From an optimization exercise on the open Yosys and OpenROAD flow, aimed at small area and a short achievable clock period; shortcuts taken in it are not production practice. Function was checked by simulation only, so behaviour that the tests miss may differ from the original. No driver is modelled on the clock port, so clock power and skew are understated where the tree is cut down; a real chip needs a root buffer or a tree. Power and IR drop assume default switching activity.

## build 13
==> flow/design.v <==
`timescale 1ns/10ps
module FP_MUL(CLK, RESET, ENABLE, DATA_IN, DATA_OUT, READY);
input         CLK;
input         RESET;
input         ENABLE;
input   [7:0] DATA_IN;
output  [7:0] DATA_OUT;
output        READY;
reg     [7:0] DATA_OUT;
reg           READY;
reg     [6:0] t;
always @(posedge CLK) begin
	if (RESET || t == 7'd72)
		t <= 7'd0;
	else
		t <= t + 7'd1;
end
reg op;
always @(posedge CLK) begin
	if (t == 7'd16)
		op <= ENABLE;
end
reg    [51:0] A;
reg    [10:0] E;
reg           s;
reg    [39:0] B;
wire    [4:0] elo = {1'b0, E[3:0]} + {1'b0, DATA_OUT[7:4]} + 5'd1;
always @(posedge CLK) begin
	if (t == 7'd1) A[7:0]   <= DATA_IN;
	if (t == 7'd2) A[15:8]  <= DATA_IN;
	if (t == 7'd3) A[23:16] <= DATA_IN;
	if (t == 7'd4) A[31:24] <= DATA_IN;
	if (t == 7'd5) A[39:32] <= DATA_IN;
	if (t == 7'd6) A[47:40] <= DATA_IN;
	if (t == 7'd7) A[51:48] <= DATA_IN[3:0];
end
always @(posedge CLK) begin
	if (t == 7'd8)
		E[3:0] <= DATA_OUT[7:4];
	else if (t == 7'd16)
		E[3:0] <= elo[3:0];
	if (t == 7'd9)
		E[10:4] <= DATA_OUT[6:0];
	else if (t == 7'd17)
		E[10:4] <= E[10:4] + DATA_OUT[6:0] + {6'd0, rc} + 7'h40;
end
always @(posedge CLK) begin
	if (t == 7'd9)
		s <= DATA_OUT[7];
	else if (t == 7'd17)
		s <= s ^ DATA_OUT[7];
end
integer k, j;
always @(posedge CLK) begin
	B <= {2'b00, B[39:2]};
	for (k = 0; k < 7; k = k + 1)
		if (t == 7'd9 + k)
			for (j = 0; j < 8; j = j + 1)
				if (6*k + j < 40)
					B[6*k + j] <= DATA_IN[j];
	if (t == 7'd16)
		B[38] <= 1'b1;
	if (t < 7'd9 || t > 7'd35)
		B[1:0] <= 2'b00;
end
reg    [54:0] Sn;
reg    [26:0] Kn;
reg           cflag;
reg           rc;
wire          run = (t >= 7'd10) && (t <= 7'd62);
wire          b0  = B[0];
wire          b1  = B[1];
wire   [52:0] MA   = {1'b1, A};
wire   [55:0] pp0n = ~({56{b0}} & {3'd0, MA});
wire   [55:0] pp1n = ~({56{b1}} & {2'd0, MA, 1'b0});
wire   [55:0] Sxn  = {1'b1, Sn};
wire   [55:0] s1n;
wire   [55:0] c1n;
assign c1n[0]  = 1'b1;
assign s1n[0]  = ~(Sxn[0] ^ pp0n[0]);
assign c1n[1]  = Sxn[0] | pp0n[0];
assign s1n[53] = ~(Sxn[53] ^ pp1n[53]);
assign c1n[54] = Sxn[53] | pp1n[53];
assign s1n[54] = Sxn[54];
assign c1n[55] = 1'b1;
assign s1n[55] = 1'b1;
genvar i;
generate for (i = 1; i < 53; i = i + 1) begin : row
	FP_MUL_fa fa (.a(Sxn[i]), .b(pp0n[i]), .c(pp1n[i]), .s(s1n[i]), .co(c1n[i+1]));
end endgenerate
wire   [54:0] rn;
wire   [26:0] kn;       
wire   [27:0] hn;
assign rn[0] = ~(s1n[0] ^ Kn[0]);
assign hn[0] = s1n[0] | Kn[0];
assign rn[54] = ~(s1n[54] ^ c1n[54]);
genvar m;
generate for (m = 0; m < 27; m = m + 1) begin : pair
	if (m > 0) begin : l
		FP_MUL_fa lo (.a(s1n[2*m]), .b(c1n[2*m]), .c(Kn[m]), .s(rn[2*m]), .co(hn[m]));
	end
	FP_MUL_fa hi (.a(s1n[2*m+1]), .b(c1n[2*m+1]), .c(hn[m]), .s(rn[2*m+1]), .co(kn[m]));
end endgenerate
wire          out0 = ~rn[0];
wire          out1 = ~rn[1];
wire          ins1 = (t >= 7'd35) & out1;
wire          ins0 = (t >= 7'd36) & out0;
always @(posedge CLK) begin
	Kn <= kn;
	if (run)
		Sn <= {~ins1, ~ins0, rn[54:2]};
	else
		Sn <= {8'hff, Sn[54:8]};
end
wire   [54:0] S = ~Sn;
wire    [7:0] win = cflag ? S[9:2] : S[8:1];
wire    [7:0] X   = (t == 7'd70) ? {s, E[10:4]} :
                    (t == 7'd69) ? {E[3:0], win[3:0]} : win;
wire    [4:0] lo  = {1'b0, X[3:0]} + {4'd0, rc};
wire          c4  = (t == 7'd69) ? cflag : lo[4];
wire    [3:0] hi  = {1'b0, X[6:4]} + {3'd0, c4};
wire          b7  = (t == 7'd70) ? X[7] : X[7] ^ hi[3];
wire          c8  = X[7] & hi[3];
always @(posedge CLK) begin
	if (t == 7'd62)
		cflag <= out1;
end
always @(posedge CLK) begin
	if (t == 7'd16)
		rc <= elo[4];
	else if (t == 7'd62)
		rc <= out1 ? S[3] : S[2];
	else
		rc <= c8;
end
always @(posedge CLK) begin
	if (t == 7'd7 || t == 7'd8 || t == 7'd15 || t == 7'd16)
		DATA_OUT <= DATA_IN;
	else
		DATA_OUT <= {b7, hi[2:0], lo[3:0]};
end
always @(posedge CLK) begin
	if (RESET)
		READY <= 1'b0;
	else
		READY <= op && (t >= 7'd63) && (t <= 7'd70);
end
endmodule
module FP_MUL_fa(a, b, c, s, co);
input  a, b, c;
output s, co;
assign s  = a ^ b ^ c;
assign co = (a & b) | (a & c) | (b & c);
endmodule
clock: 12.5 ns
lec_check: 0
cap_margin: 20
core_margin: 2
core_utilization: 40
slew_margin: 20
standard.sh (not shown) runs the stock make flow with config.mk's settings and CLKGATE_MAP_FILE= SYNTH_SCRIPT=/design/flow/synth_recipe.tcl, a recipe that flattens the netlist after the stock synthesis.
==> flow/flow/run.sh <==
#!/bin/bash
# Standard ORFS layout (the standard.sh) with these changes:
#  - port buffers use buf_2 instead of the default pick (a slow delay cell);
#  - the design is synthesized module by module (SYNTH_HIERARCHICAL=1, then
#    flattened by synth_recipe.tcl) so each FP_MUL_fa instance maps to one fa cell;
#  - after CTS, clock_tree.tcl removes the clock tree's middle level and splits
#    its root into four buffers fed by the clock port, so the clock reaches every
#    register through two buffers (the same number for all registers); the two
#    levels of buffers are then replaced by two levels of clock inverters, which
#    are faster (an even number of inversions: registers still see the rising edge);
#  - ABC_AREA=1 for the top-level logic.
# Each tool's output goes to a log file in this folder; ORFS keeps its step logs in orfs/logs.
set -euo pipefail
VARS=("BUFFER_PORTS_ARGS=-buffer_cell sky130_fd_sc_hd__buf_6"
      SETUP_SLACK_MARGIN=9.3 SYNTH_HIERARCHICAL=1 ABC_AREA=1 CTS_CLUSTER_SIZE=30 CTS_CLUSTER_DIAMETER=100)
bash standard.sh "${VARS[@]}" cts > make_cts.log 2>&1
R=orfs/results/sky130hd/FP_MUL/base
ROOT_INV=sky130_fd_sc_hd__clkinv_8 LEAF_INV=sky130_fd_sc_hd__clkinv_8 CTS_ODB=$R/4_cts.odb openroad -no_init -exit flow/clock_tree.tcl > clock_tree.log 2>&1
bash standard.sh "${VARS[@]}" finish > make_finish.log 2>&1
==> flow/flow/clock_tree.tcl <==
# Reshape the clock tree that CTS built, keeping every register the same
# number of buffers away from the clock port:
#  1. remove the middle level: each clock buffer that is fed by another buffer
#     and drives only clock buffers is taken out, its loads moved to its input net;
#  2. split the root: the leaf buffers are divided into NROOT groups by position,
#     and each group gets its own root buffer fed from the clock port, placed at
#     the group's centre (the clock port then drives NROOT cells).
read_db $::env(CTS_ODB)
set block [ord::get_db_block]
set nroot [expr {[info exists ::env(NROOT)] ? $::env(NROOT) : 4}]
proc is_clkbuf {inst} { string match "sky130_fd_sc_hd__clkbuf_*" [[$inst getMaster] getName] }

# CTS's dummy loads (clock cells whose output drives nothing) only add load
# to the clock nets: remove them.
foreach inst [$block getInsts] {
  if {![string match "sky130_fd_sc_hd__clk*" [[$inst getMaster] getName]]} continue
  set dangling 1
  set innet "NULL"
  foreach it [$inst getITerms] {
    if {[$it isOutputSignal] && [$it getNet] ne "NULL"} { set dangling 0 }
    if {[$it isInputSignal]} { set innet [$it getNet] }
  }
  if {$dangling && $innet ne "NULL"} {
    puts "removed dummy load [$inst getName]"
    foreach it [$inst getITerms] { if {[$it getNet] ne "NULL"} { $it disconnect } }
    odb::dbInst_destroy $inst
  }
}

set changed 1
while {$changed} {
  set changed 0
  foreach inst [$block getInsts] {
    if {![is_clkbuf $inst]} continue
    set in [$inst findITerm A]
    set out [$inst findITerm X]
    set innet [$in getNet]
    set outnet [$out getNet]
    if {$innet eq "NULL" || $outnet eq "NULL"} continue
    if {[llength [$innet getBTerms]] > 0} continue
    set drv ""
    foreach it [$innet getITerms] { if {[$it isOutputSignal]} { set drv [$it getInst] } }
    if {$drv eq "" || ![is_clkbuf $drv]} continue
    set ok 1
    set loads {}
    foreach it [$outnet getITerms] {
      if {[$it isOutputSignal]} continue
      if {![is_clkbuf [$it getInst]]} { set ok 0; break }
      lappend loads $it
    }
    if {!$ok || [llength $loads] == 0} continue
    foreach it $loads { $it disconnect; $it connect $innet }
    $in disconnect
    $out disconnect
    puts "removed [$inst getName] ([llength $loads] loads moved to [$innet getName])"
    odb::dbInst_destroy $inst
    odb::dbNet_destroy $outnet
    set changed 1
    break
  }
}

# the root: the clock buffer on the clock port's net
set clknet [$block findNet CLK]
set root ""
foreach it [$clknet getITerms] { if {[is_clkbuf [$it getInst]]} { set root [$it getInst] } }
set rootnet [[$root findITerm X] getNet]
set leaves {}
foreach it [$rootnet getITerms] { if {![$it isOutputSignal]} { lappend leaves $it } }
puts "root [$root getName] drives [llength $leaves] leaf buffers"

# order the leaves by angle around their centre and cut into nroot groups
set cx 0; set cy 0
foreach it $leaves { set b [[$it getInst] getBBox]; set cx [expr {$cx + ([$b xMin]+[$b xMax])/2.0}]; set cy [expr {$cy + ([$b yMin]+[$b yMax])/2.0}] }
set n [llength $leaves]
set cx [expr {$cx / $n}]; set cy [expr {$cy / $n}]
set keyed {}
foreach it $leaves {
  set b [[$it getInst] getBBox]
  set x [expr {([$b xMin]+[$b xMax])/2.0}]; set y [expr {([$b yMin]+[$b yMax])/2.0}]
  lappend keyed [list [expr {atan2($y-$cy, $x-$cx)}] $it $x $y]
}
set keyed [lsort -real -index 0 $keyed]
if {$nroot > $n} { set nroot $n }
set master [$root getMaster]
for {set g 0} {$g < $nroot} {incr g} {
  set lo [expr {($g * $n) / $nroot}]
  set hi [expr {(($g + 1) * $n) / $nroot}]
  set grp [lrange $keyed $lo [expr {$hi - 1}]]
  set gx 0; set gy 0
  foreach e $grp { set gx [expr {$gx + [lindex $e 2]}]; set gy [expr {$gy + [lindex $e 3]}] }
  set gx [expr {int($gx / [llength $grp])}]; set gy [expr {int($gy / [llength $grp])}]
  if {$g == 0} {
    set buf $root
  } else {
    set buf [odb::dbInst_create $block $master "clkroot_$g"]
    set net [odb::dbNet_create $block "clknet_root_$g"]
    $net setSigType CLOCK
    [$buf findITerm A] connect $clknet
    [$buf findITerm X] connect $net
    foreach e $grp { set it [lindex $e 1]; $it disconnect; $it connect $net }
  }
  $buf setLocation $gx $gy
  $buf setPlacementStatus PLACED
  puts "root $g: [$buf getName] drives [llength $grp] leaves at $gx $gy"
}
# 3. optionally replace the two levels of buffers by two levels of inverters
#    (an even number of inversions, so every register still sees the clock's rising edge)
if {[info exists ::env(ROOT_INV)]} {
  set db [ord::get_db]
  set rootinv [$db findMaster $::env(ROOT_INV)]
  set leafinv [$db findMaster $::env(LEAF_INV)]
  set roots {}
  foreach it [$clknet getITerms] { lappend roots [$it getInst] }
  set todo {}
  foreach r $roots {
    lappend todo [list $r $rootinv]
    foreach it [[[$r findITerm X] getNet] getITerms] {
      if {![$it isOutputSignal] && [is_clkbuf [$it getInst]]} { lappend todo [list [$it getInst] $leafinv] }
    }
  }
  foreach e $todo {
    set old [lindex $e 0]
    set m [lindex $e 1]
    set name [$old getName]
    set a [[$old findITerm A] getNet]
    set x [[$old findITerm X] getNet]
    set loc [$old getLocation]
    [$old findITerm A] disconnect
    [$old findITerm X] disconnect
    odb::dbInst_destroy $old
    set new [odb::dbInst_create $block $m $name]
    [$new findITerm A] connect $a
    [$new findITerm Y] connect $x
    $new setLocation [lindex $loc 0] [lindex $loc 1]
    $new setPlacementStatus PLACED
  }
  puts "replaced [llength $todo] clock buffers by inverters"
}
detailed_placement
check_placement
write_db $::env(CTS_ODB)
The inputs of build 62 differ from those of build 13 as listed below.
-- flow/flow/run.sh --
<<< build 13, line 10
#    are faster (an even number of inversions: registers still see the rising edge);
#  - ABC_AREA=1 for the top-level logic.
# Each tool's output goes to a log file in this folder; ORFS keeps its step logs in orfs/logs.
set -euo pipefail
VARS=("BUFFER_PORTS_ARGS=-buffer_cell sky130_fd_sc_hd__buf_6"
      SETUP_SLACK_MARGIN=9.3 SYNTH_HIERARCHICAL=1 ABC_AREA=1 CTS_CLUSTER_SIZE=30 CTS_CLUSTER_DIAMETER=100)
bash standard.sh "${VARS[@]}" cts > make_cts.log 2>&1
>>> build 62, line 10
#    are faster (an even number of inversions: registers still see the rising edge);
#  - ABC_AREA=1 for the top-level logic;
#  - CORE_UTILIZATION=80 (a smaller die, so shorter wires to the ports and in the clock tree).
# Each tool's output goes to a log file in this folder; ORFS keeps its step logs in orfs/logs.
set -euo pipefail
VARS=("BUFFER_PORTS_ARGS=-buffer_cell sky130_fd_sc_hd__buf_2"
      SETUP_SLACK_MARGIN=9.3 CORE_UTILIZATION=80 SYNTH_HIERARCHICAL=1 ABC_AREA=1 CTS_CLUSTER_SIZE=30 CTS_CLUSTER_DIAMETER=100)
bash standard.sh "${VARS[@]}" cts > make_cts.log 2>&1
--- outcome ---
- The lower transition time of the tightest slew-check pin of build 62 and build 13 is in build 13.
- Of build 62 and build 13, build 62 shows the lower post-placement worst setup slack, with build 13 above it.
- For worst setup slack, build 62 and build 13 come out practically identical.
- First-iteration DRC count went up by more than half going from build 13 to build 62.
- Status: final critical delay including setup and external delays parity (build 62, build 13)
- Build 62 vs build 13, startpoint of the worst setup timing path: DATA_IN[7] vs READY
- Build 62 ended up with fewer standard cells than build 13.
- Against build 13, build 62 reports a wire length that is higher.
- Critical path depth: build 62 and build 13 compared, lower one is build 13
Edits applied to the flow inputs when going from build 62 to build 95:
==> flow/flow/run.sh <==
#!/bin/bash
# Standard ORFS layout (the standard.sh) with these changes:
#  - port buffers use buf_2 instead of the default pick (a slow delay cell);
#  - the design is synthesized module by module (SYNTH_HIERARCHICAL=1, then
#    flattened by synth_recipe.tcl) so each FP_MUL_fa instance maps to one fa cell;
#  - after CTS, clock_tree.tcl removes the clock tree's middle level and splits
#    its root into four buffers fed by the clock port, so the clock reaches every
#    register through two buffers (the same number for all registers); the two
#    levels of buffers are then replaced by two levels of clock inverters, which
#    are faster (an even number of inversions: registers still see the rising edge);
#  - ABC_AREA=1 for the top-level logic.
# Each tool's output goes to a log file in this folder; ORFS keeps its step logs in orfs/logs.
set -euo pipefail
VARS=("BUFFER_PORTS_ARGS=-buffer_cell sky130_fd_sc_hd__buf_2"
      SETUP_SLACK_MARGIN=9.3 SYNTH_HIERARCHICAL=1 ABC_AREA=1 CTS_CLUSTER_SIZE=30 CTS_CLUSTER_DIAMETER=100)
bash standard.sh "${VARS[@]}" cts > make_cts.log 2>&1
R=orfs/results/sky130hd/FP_MUL/base
ROOT_INV=sky130_fd_sc_hd__clkinv_8 LEAF_INV=sky130_fd_sc_hd__clkinv_16 CTS_ODB=$R/4_cts.odb openroad -no_init -exit flow/clock_tree.tcl > clock_tree.log 2>&1
bash standard.sh "${VARS[@]}" finish > make_finish.log 2>&1
==> comparison <==
According to the power report, total power for build 95 is higher than for build 62.
On amount of wire on met3 after detailed routing, the lower figure sits with build 95, not build 62.
Compared with build 62, in build 95 length of routed met2 wiring now smaller, wire length of the first global-routing pass now smaller, number of placement rows now larger, post-route clock period utilization comparable, routed wire length now smaller.
Across both runs, fraction of final layout cells with drive strength greater than 1 was higher for build 95 than for build 62.
For the number of logic stages on the critical path including buffering, build 95 came in 4 lower than build 62 did.
In every run of this note, the design's own scripts or RTL, not TritonCTS, make the clock network.

re-timing with driven ports:
No port has a modelled driver above. Below, the same layouts with a new extraction and two added sets of constraints.
Step 1 sets driving cells, clkbuf_16 on the clock port and buf_2 on the other inputs (assumed; they add their load-dependent delay and slew).
Step 2 times the ports against the registers' clock, not the clock port: input delays grow and output delays shrink by t, the midpoint of the rising clock arrivals with the driver on.
a / b / c = ideal ports / drivers / drivers and shift; a / b = the first two.
| run | t, ns | setup slack, ns | hold WS [ns] | worst data-port slew with drivers (ns) | cell pins on the clock port's net |
|---|---|---|---|---|---|
| build 13 | 0.307 | 9.329 / 9.180 / 9.291 | 0.441 / 0.441 / 0.441 | 0.05 | 4 |
| build 62 | 0.295 | 9.327 / 9.187 / 9.127 | 0.415 / 0.411 / 0.411 | 0.06 | 4 |
| build 95 | 0.334 | 9.316 / 9.161 / 9.186 | 0.415 / 0.416 / 0.416 | 0.03 | 4 |
After both steps every run listed still meets setup and hold. For build 62, which loses most, drivers alone change the setup slack by -0.140 ns; drivers and shift together by -0.200 ns.
